From an optimization exercise on the open Yosys and OpenROAD flow, aimed at small area, a short achievable clock period and few clock cycles; shortcuts taken in it are not production practice. In this exercise RTL edits were held to simulation tests only and were not proved equivalent to the original. No activity file was given, so power comes from the tool's default toggle rates.

--- design/flow/design.v ---
module CHIP #(                                                                                  
    parameter BIT_W = 32                                                                        
)(                                                                                              
        input               i_clk,                                                              
        input               i_rst_n,                                                            
        input  [BIT_W-1:0]  i_IMEM_data,                                                        
        output [BIT_W-1:0]  o_IMEM_addr,                                                        
        output              o_IMEM_cen,   
        input               i_DMEM_stall,    
        input  [BIT_W-1:0]  i_DMEM_rdata,                                                       
        output              o_DMEM_cen,   
        output              o_DMEM_wen,    
        output [BIT_W-1:0]  o_DMEM_addr,                                                        
        output [BIT_W-1:0]  o_DMEM_wdata                                                        
);                                                                                              
        parameter       OP_AUIPC = 7'b0010111;
        parameter       OP_JAL   = 7'b1101111;
        parameter       OP_JALR  = 7'b1100111;
        parameter       R_type   = 7'b0110011;
        parameter       add      = 5'b00000;
        parameter       sub      = 5'b10000;
        parameter       mul      = 5'b01000;
        parameter       anD      = 5'b00111;
        parameter       xoR      = 5'b00100;
        parameter       I_type   = 7'b0010011;
        parameter       addi     = 3'b000;
        parameter       slli     = 3'b001;
        parameter       slti     = 3'b010;
        parameter       srai     = 3'b101;
        parameter       OP_ECALL = 7'b1110011;
        parameter       OP_LW    = 7'b0000011;  
        parameter       OP_SW    = 7'b0100011;  
        parameter       SB_type  = 7'b1100011;  
        parameter       beq      = 3'b000;
        parameter       bne      = 3'b001;
        parameter       blt      = 3'b100;
        parameter       bge      = 3'b101;
        parameter       Single   = 1'b0;
        parameter       Multi    = 1'b1;
        reg   [  BIT_W-1:0] PC, next_PC;
        wire                mem_cen, mem_wen;   
        wire                reg_wen;
        wire                mem_wait;
        reg                 br_taken;
        wire  [  BIT_W-1:0] Read_data1, Read_data2;  
        reg   [  BIT_W-1:0] Write_data;  
        wire  [        4:0] Read_register1, Read_register2, Write_register;  
        wire  [        6:0] op;
        reg   [  BIT_W-1:0] ALU_result;
        reg   [  BIT_W-1:0] ImmGen;
        wire  [        4:0] ALU_Control;
        reg                 state,state_nxt;
        wire  [        1:0] mode;
        wire  [2*BIT_W-1:0] out;
        wire                ready;
        wire                valid; 
        assign o_IMEM_addr = PC;
        assign Read_register1= i_IMEM_data[19:15];
        assign Read_register2 = i_IMEM_data[24:20];
        assign Write_register  = i_IMEM_data[11:7];
        assign op = i_IMEM_data[6:0];
        assign mem_cen = (op == OP_LW) | (op == OP_SW);
        assign mem_wait = mem_cen & i_DMEM_stall;
        assign reg_wen = !((op == SB_type) | (op == OP_SW) | (op == OP_ECALL)) && (state_nxt != Multi) && !mem_wait;
        assign o_IMEM_cen = 1'b1;
        assign ALU_Control = {i_IMEM_data[30], i_IMEM_data[25], i_IMEM_data[14:12]};
        assign mode = 2'b0;
        assign valid = ((state == Single) && (state_nxt == Multi))? 1'b1 : 1'b0;
        assign mem_wen = (op == OP_SW);
        assign o_DMEM_wen = mem_wen;
        assign o_DMEM_addr = ALU_result;
        assign o_DMEM_wdata = Read_data2;
        assign o_DMEM_cen = mem_cen;
    Reg_file reg0(               
        .i_clk  (i_clk),             
        .i_rst_n(i_rst_n),         
        .wen    (reg_wen),          
        .rs1    (Read_register1),                
        .rs2    (Read_register2),                
        .rd     (Write_register),                 
        .wdata  (Write_data),             
        .rdata1 (Read_data1),           
        .rdata2 (Read_data2)
    );
    MULDIV_unit hw2(
        .i_clk  (i_clk),
        .i_rst_n(i_rst_n),
        .i_valid(valid),
        .o_done (ready),
        .i_inst (mode),
        .i_A    (Read_data1),
        .i_B    (Read_data2),
        .o_data (out)
    );
    always @(*) begin
        if ((state_nxt == Multi) || mem_wait) next_PC = PC;
        else begin
            case (op)
            SB_type: next_PC = br_taken? (PC + (ImmGen << 1)) : (PC + 4);
            OP_ECALL: next_PC = PC;
            OP_JAL : next_PC = ALU_result;
            OP_JALR: next_PC = ALU_result;
            default: next_PC = PC + 4;
            endcase 
        end      
    end
    always @(*) begin
        case (op)
            OP_JAL:     Write_data = PC + 4;
            OP_JALR:    Write_data = PC + 4;
            OP_LW:      Write_data = i_DMEM_rdata;
            default:    Write_data = ALU_result;
        endcase
    end
    always @(*) begin
        case (op)
            SB_type :   ImmGen = {{21{i_IMEM_data[31]}}, i_IMEM_data[7], i_IMEM_data[30:25], i_IMEM_data[11:8]};
            OP_AUIPC:   ImmGen = {i_IMEM_data[31:12], 12'b0};
            OP_JAL:     ImmGen = {{12{i_IMEM_data[31]}}, i_IMEM_data[19:12], i_IMEM_data[20], i_IMEM_data[30:21], 1'b0};
            OP_SW:      ImmGen=  {{21{i_IMEM_data[31]}}, i_IMEM_data[30:25], i_IMEM_data[11:7]};
            R_type:  ImmGen = 32'b0;
            I_type:  begin
                case (ALU_Control[2:0])
                    slli:    ImmGen = {27'b0, i_IMEM_data[24:20]};
                    srai:    ImmGen = {27'b0, i_IMEM_data[24:20]};
                    default: ImmGen = {{21{i_IMEM_data[31]}}, i_IMEM_data[30:20]};
                endcase
            end
            default: ImmGen = {{21{i_IMEM_data[31]}}, i_IMEM_data[30:20]};
        endcase 
    end
    always @(*) begin
        case (op)
            SB_type:    ALU_result = Read_data1 - Read_data2;
            OP_AUIPC:   ALU_result = PC + ImmGen;
            OP_JAL:     ALU_result = PC + ImmGen;
            R_type: begin
                case (ALU_Control)
                    add:     ALU_result = Read_data1 + Read_data2;
                    sub:     ALU_result = Read_data1 - Read_data2;
                    anD:     ALU_result = Read_data1 & Read_data2;
                    xoR:     ALU_result = Read_data1 ^ Read_data2;
                    mul:     ALU_result = out[31:0];
                    default: ALU_result = 32'b0;
                endcase
            end
            I_type:  begin
                case (ALU_Control[2:0])
                    addi:    ALU_result = Read_data1 + ImmGen;
                    slli:    ALU_result = Read_data1 << ImmGen;
                    slti:    ALU_result = {31'b0, ($signed(Read_data1) < $signed(ImmGen))};
                    srai:    ALU_result = $signed(Read_data1) >>> ImmGen[4:0];
                    default: ALU_result = 32'b0;
                endcase
            end
            default: ALU_result = Read_data1 + ImmGen;
        endcase
    end
    always @(*) begin
        case (ALU_Control[2:0])
            beq:     br_taken = (Read_data1 == Read_data2);
            bne:     br_taken = (Read_data1 != Read_data2);
            blt:     br_taken = ($signed(Read_data1) <  $signed(Read_data2));
            bge:     br_taken = ($signed(Read_data1) >= $signed(Read_data2));
            default: br_taken = 1'b0;
        endcase
    end
    always @(*) begin
        case (state)
            Single:  state_nxt = ((op == R_type) && (ALU_Control == mul))? Multi : Single;
            Multi:   state_nxt = ready? Single : Multi;
            default: state_nxt = Single;
        endcase
    end
    always @(posedge i_clk or negedge i_rst_n) begin
        if (!i_rst_n) begin
            PC <= 32'h00010000;  
            state <= Single;
        end
        else begin
            PC <= next_PC;
            state <= state_nxt;
        end
    end
endmodule
module Reg_file(i_clk, i_rst_n, wen, rs1, rs2, rd, wdata, rdata1, rdata2);
    parameter BITS = 32;
    parameter word_depth = 32;
    parameter addr_width = 5;  
    input i_clk, i_rst_n, wen;  
    input [BITS-1:0] wdata;
    input [addr_width-1:0] rs1, rs2, rd;
    output [BITS-1:0] rdata1, rdata2;
    reg [BITS-1:0] mem [0:word_depth-1];
    reg [BITS-1:0] mem_nxt [0:word_depth-1];
    integer i;
    assign rdata1 = mem[rs1];
    assign rdata2 = mem[rs2];
    always @(*) begin
        for (i=0; i<word_depth; i=i+1)
            mem_nxt[i] = (wen && (rd == i)) ? wdata : mem[i];
    end
    always @(posedge i_clk or negedge i_rst_n) begin
        if (!i_rst_n) begin
            mem[0] <= 0;
            for (i=1; i<word_depth; i=i+1) begin
                case(i)
                    32'd2: mem[i] <= 32'hbffffff0;
                    32'd3: mem[i] <= 32'h10008000;
                    default: mem[i] <= 32'h0;
                endcase
            end
        end
        else begin
            mem[0] <= 0;
            for (i=1; i<word_depth; i=i+1)
                mem[i] <= mem_nxt[i];
        end       
    end
endmodule
module MULDIV_unit(i_clk, i_rst_n, i_valid, i_A, i_B, i_inst, o_data, o_done);
    parameter DATA_W = 32;
    input                       i_clk;
    input                       i_rst_n;
    input                       i_valid;
    input [DATA_W - 1 : 0]      i_A;
    input [DATA_W - 1 : 0]      i_B;
    input [         1 : 0]      i_inst;
    output [2*DATA_W - 1 : 0]   o_data;
    output                      o_done;
    parameter S_IDLE = 2'd0;
    parameter S_MUL  = 2'd1;
    parameter S_OUT  = 2'd2;
    reg        [            3 : 0]       state, next_state;
    reg        [            4 : 0]       count, next_count;
    reg        [ 2*DATA_W - 1 : 0]       shift;
    reg        [ 2*DATA_W - 1 : 0]       next_shift;
    reg        [      DATA_W  : 0]       output_data;
    reg        [   DATA_W - 1 : 0]       input_data;
    reg        [   DATA_W - 1 : 0]       next_input_data;
    reg                                  o_valid;
    assign o_data = shift;
    assign o_done = o_valid;
    always @(*) begin
        case(state)
            S_IDLE  : begin
                if (i_valid && i_inst==2'b0) begin
                    next_state <= S_MUL;
                end
                else begin
                    next_state <= S_IDLE;
                end
            end
            S_MUL   : begin
                if (count==31) begin
                    next_state <= S_OUT;
                end
                else begin
                    next_state <= S_MUL;
                end
            end
            S_OUT   : begin
                next_state <= S_IDLE;                  
            end
            default : next_state <= 0;
        endcase
    end
    always @(*) begin
        if(state==S_MUL && count<31) begin
            next_count = count + 1;
        end
        else begin
            next_count = 0;
        end
    end
    always @(*) begin
        case(state)
            S_IDLE   : begin
                output_data = 0;
            end           
            S_MUL   : begin
                if (shift[0] == 1) begin
                    output_data = i_B + shift[63:32];
                end 
                else begin
                    output_data = shift[63:32];
                end
            end
            S_OUT   : begin
                    output_data = 0;                 
            end
            default : output_data = 0;
        endcase
    end
    always @(*) begin
        if(state==S_OUT) o_valid = 1;
        else o_valid = 0;
    end
    always @(*) begin
        if (!i_valid) begin
            next_input_data = 0;
        end
        else begin
            next_input_data = i_B;
        end
    end
    always @(*) begin
        case(state)
            S_IDLE   : begin
                if (!i_valid) begin
                    next_shift[31:0] = 0;
                    next_shift[63:32] = 32'b0;
                end
                else begin
                    next_shift[31:0] = i_A;
                    next_shift[63:32] = 32'b0;
                end
            end
            S_MUL   : begin
                next_shift = {output_data, shift[31:1]};
            end
            S_OUT   : begin
                next_shift = shift;                 
            end
            default : next_shift = shift;
        endcase
    end
    always @(posedge i_clk or negedge i_rst_n) begin
        if (!i_rst_n) begin
            state <= S_IDLE;
            shift <= 0;
            count <= 0;
            input_data <= 0;
        end
        else begin
            state <= next_state;
            count <= next_count;
            shift <= next_shift;
            input_data <= next_input_data;
        end
    end
endmodule
--- design/flow/run.sh ---
#!/bin/bash
# synth_recipe.tcl (not shown) runs the flow's synth.tcl, then flattens the netlist and writes it again
# the make line also repeats each setting of config.mk as NAME=value (left out here)
make -C /OpenROAD-flow-scripts/flow DESIGN_CONFIG=/design/flow/config.mk WORK_HOME=/design/flow/orfs CLKGATE_MAP_FILE= SYNTH_SCRIPT=/design/flow/synth_recipe.tcl finish
--- design/flow/config.mk ---
export PLATFORM = sky130hd
export DESIGN_NAME = CHIP
export DESIGN_NICKNAME = CHIP
export VERILOG_FILES = /design/flow/design.v
export SDC_FILE = /design/flow/constraint.sdc
export NUM_CORES = 8
export LEC_CHECK = 0
export CAP_MARGIN = 20
export CORE_MARGIN = 2
export CORE_UTILIZATION = 40
export SETUP_SLACK_MARGIN = 0.5
export SLEW_MARGIN = 20
--- design/flow/constraint.sdc ---
create_clock -name core_clock -period 11.0 [get_ports {i_clk}]
set_input_delay 2.2000 -clock core_clock [delete_from_list [all_inputs] [get_ports {i_clk}]]
set_output_delay 2.2000 -clock core_clock [all_outputs]
set_load 0.01 [all_outputs]
==> notes.md <==
[logic make-up (layout without fill, tap and decap cells)]
logic type | count (synthesis) | after routing | synth area share
AO/OA/AOI/OAI | 2919 | 2919 | 0.269
AND/OR/NAND/NOR | 2916 | 2917 | 0.196
flip-flops | 1096 | 1096 | 0.375
buffers and inverters | 915 | 1890 | 0.0504
multiplexers | 331 | 331 | 0.0505
adder cells (fa/ha/maj) | 229 | 229 | 0.0397
XOR/XNOR | 159 | 159 | 0.0190
other | 1 | 44 | 0.0000512
[metal layers]
layer,share of wire,track usage
met5,0.00065,0.00312
met4,0.12,0.510
met3,0.14,0.229
met2,0.40,0.755
met1,0.34,0.617
[where the power goes]
group | switching (mW) | internal [mW]
clock | 2.02 | 2.73
sequential | 1.30 | 4.92
combinational | 5.55 | 3.13
total | 8.87 | 10.8
[cells in the final DEF, fill, tap and decap left out, types with 42 or more instances in the layout]
master,Yosys,layout
and3_1,471,470
xor2_1,48,48
a211oi_1,67,62
o31ai_1,95,90
a21o_1,70,70
nor2_1,504,435
a22oi_1,500,491
a2111oi_0,124,82
ha_1,223,219
mux2i_1,66,64
a21oi_1,391,376
nand2_1,999,964
o22ai_1,55,52
diode_2,0,43
buf_4,8,1159
o21ai_0,796,791
a22o_1,97,97
nand3_1,252,248
clkdlybuf4s50_1,0,135
nor3_1,164,156
nand4_1,120,120
nor2_4,0,42
buf_12,0,113
clkbuf_16,0,136
xnor2_1,111,106
inv_1,180,178
nor4_1,91,60
mux2_2,259,259
a222oi_1,43,43
o21ai_1,101,101
dfrtp_1,1066,1064
a221oi_1,143,133
a31oi_1,67,63
[final timing paths]
check | to | slack [ps] | depth (start not counted)
min in group asynchronous | PC[26] | 1360 | 1
hold / removal | hw2.count[0] | 480 | 1
hold reg to reg | hw2.count[0] | 480 | 1
max in group asynchronous | reg0.mem[20][6] | 7260 | 3
setup / recovery | o_DMEM_addr[29] | 300 | 25
setup reg to reg | reg0.mem[6][24] | 3910 | 22
[what timing repair did]
action | in CTS | in global routing
gates cloned | 2 | 0
setup endpoints to repair | 30 | 30
pin swaps | 42 | 59
buffers inserted | 30 | 32
gates resized for setup | 137 | 159
[layout make-up]
cell class	count	area, sq um	share of cell area
clock inverters	56	837	0.00903
inverters	183	687	0.00741
clock buffers	190	3800	0.0409
multi-input cells	6556	44000	0.474
well taps	2385	2980	0.0322
diodes	43	108	0.00116
repair buffers	1461	12900	0.139
flip-flops and latches	1096	27500	0.296
[sequential cells by signal (all words and copies together) (netlist names)]
name and flops:
hw2.count 5, hw2.state 2, reg0.mem 992, state 1, PC 32, hw2.shift 64
==> results by group <==
Clock network
  • Clock Tree Buf Depth: 3
  • # hold bufs at CTS: 0
  • Worst-path clk slew: 60 ps
  • Clk latency of the worst-skew pair: 840 ps
  • Clock tree from TritonCTS: yes
  • H-Tree Level Count: 4
  • CTS Buf Count: 134
  • Root Driver: clkbuf_16
  • Clock sink count: 1096

Placed design
  • DP Wirelength: 380 mm
  • Placed Cells: 11614
  • RD Place Congestion: 1.15
  • IO buf count: 164
  • Area post-placement: 86300 sq um
  • Worst slack, placed: -544 ps

STA
  • Final setup margin: 299 ps
  • RSZ-0062 raised after global routing: true
  • Clock skew: 81.5 ps
  • Rel. slew slack: 0.108
  • Final hold violations: 0
  • Final setup fails: 0
  • Min Clock Period, post-route: 10700 ps
  • FMAX: 0.0934 GHz
  • Worst-Margin Slew: 1330 ps
  • Worst hold margin: 482 ps
  • Slew Viols, Final: 0
  • Final worst-path cycle share: 0.973
  • Setup tns final: 0 ps

Pwr
  • Tot Pwr: 19.6 mW
  • Leak: 42.3 nW
  • Peak VDD IR: 0.159 mV
  • PD cells: 212 nW/um^2

Yosys
  • Async S/R FF share, synth: 1.00
  • Synthesized flop and latch total: 1096
  • Cells after Synth: 8566
  • Top_reg_cell synth: dfrtp_1
  • Proportion of synthesized chip area in sequential cells: 0.375
  • Synth Cell Area: 73300 sq um
  • Top post-synthesis cells by count: dfrtp_1, nand2_1, o21ai_0
  • Synth top area share: 0.364
  • Count leader, synth: dfrtp_1
  • Cell taking the most area after synthesis: dfrtp_1
  • Yosys cell types: 118
  • Syn_nets: 8862
  • Top post-synthesis cells by area: dfrtp_1, o21ai_0, a22oi_1
  • Synth warn: 5
  • Avg Cell Area, Syn: 8.56 sq um
  • EDFF count, synth: 0

Cells and area
  • Area growth, synth to finish: 26.5%
  • Share of layout cells above drive strength 1: 0.232
  • Final net count: 9728
  • # fillers: 17240
  • Fin util: 0.508
  • Finished Layout Cells: 11970
  • Design area: 92700 sq um

Global route
  • First-pass GRT wire length: 695 mm
  • Initial antenna violation count: 52
  • GR Util All Layers: 0.541
  • Largest net degree at the start of global routing: 171
  • GR Overflow Total: 0
  • Number of global-route vias before repair: 81099

Floorplanning
  • Die X: 432 um
  • Initial core utilization: 0.402
  • Cell Rows: 157
  • Die Height: 432 um
  • Die area: 187000 sq um
  • IO Pins: 166
  • Core area: 182000 sq um

Detailed routing
  • Via Count: 86558
  • Iter 0 DRT Violations: 15648
  • Final WL: 519 mm
  • Antenna Nets Post-Route: 0
  • Number of remaining DRC errors: 0
  • Routed len/inst: 43.4 um
  • Routed vias/inst: 7.23
  • Drt first pass iters: 12

Flow run
  • MaxCap Viol Count: 0

Setup path
  • Startpoint Class: primary input
  • Critical path origin: i_IMEM_data[18]
  • RR Startpoint: reg0.mem[25][18]
  • Critical-path top delay cell: a2111o_1
  • Most used cell, CP: buf_4
  • Largest stage delay, worst path: 520 ps
  • Delay-heaviest family, CP: buffers and inverters
  • Worst Path Max Fanout: 14
  • Critical Path AT: 8500 ps
  • WP buf/inv: 10
  • Critical Path Sink Type: output port
  • Worst endpoint required time: 8800 ps
  • Crit path kind: in -> out

Run status
  • Status: no timing/DRC/antenna violations

Min path
  • Worst min-delay path category: reg -> reg
  • Hold Startpoint: hw2.count[0]
Testbench counts, summed over its fixed seeds: cycles 95,004.

==> static timing again, ports no longer ideal <==
Ports are ideal in the flow. The routed layout listed here was re-timed in OpenROAD. Step 1 assumes that a clkbuf_16 drives the clock port and a buf_2 every other input. Step 2 adds t to the input delays and takes it off the output delays; t is the mean of the earliest and latest rising clock arrival at the registers after step 1. Input paths then give back, and output paths get back, about the clock's delay inside the block. Three values: ideal, step 1, step 2; two values: the first two.
t (ns): 0.888
setup WS [ns]: 0.299 / 0.223 / 0.223
hold slack, ns: 0.482 / 0.482 / 0.482
After both steps this run still meets setup and hold. For this run, drivers alone change the setup slack by -0.076 ns; drivers and shift together by -0.076 ns.
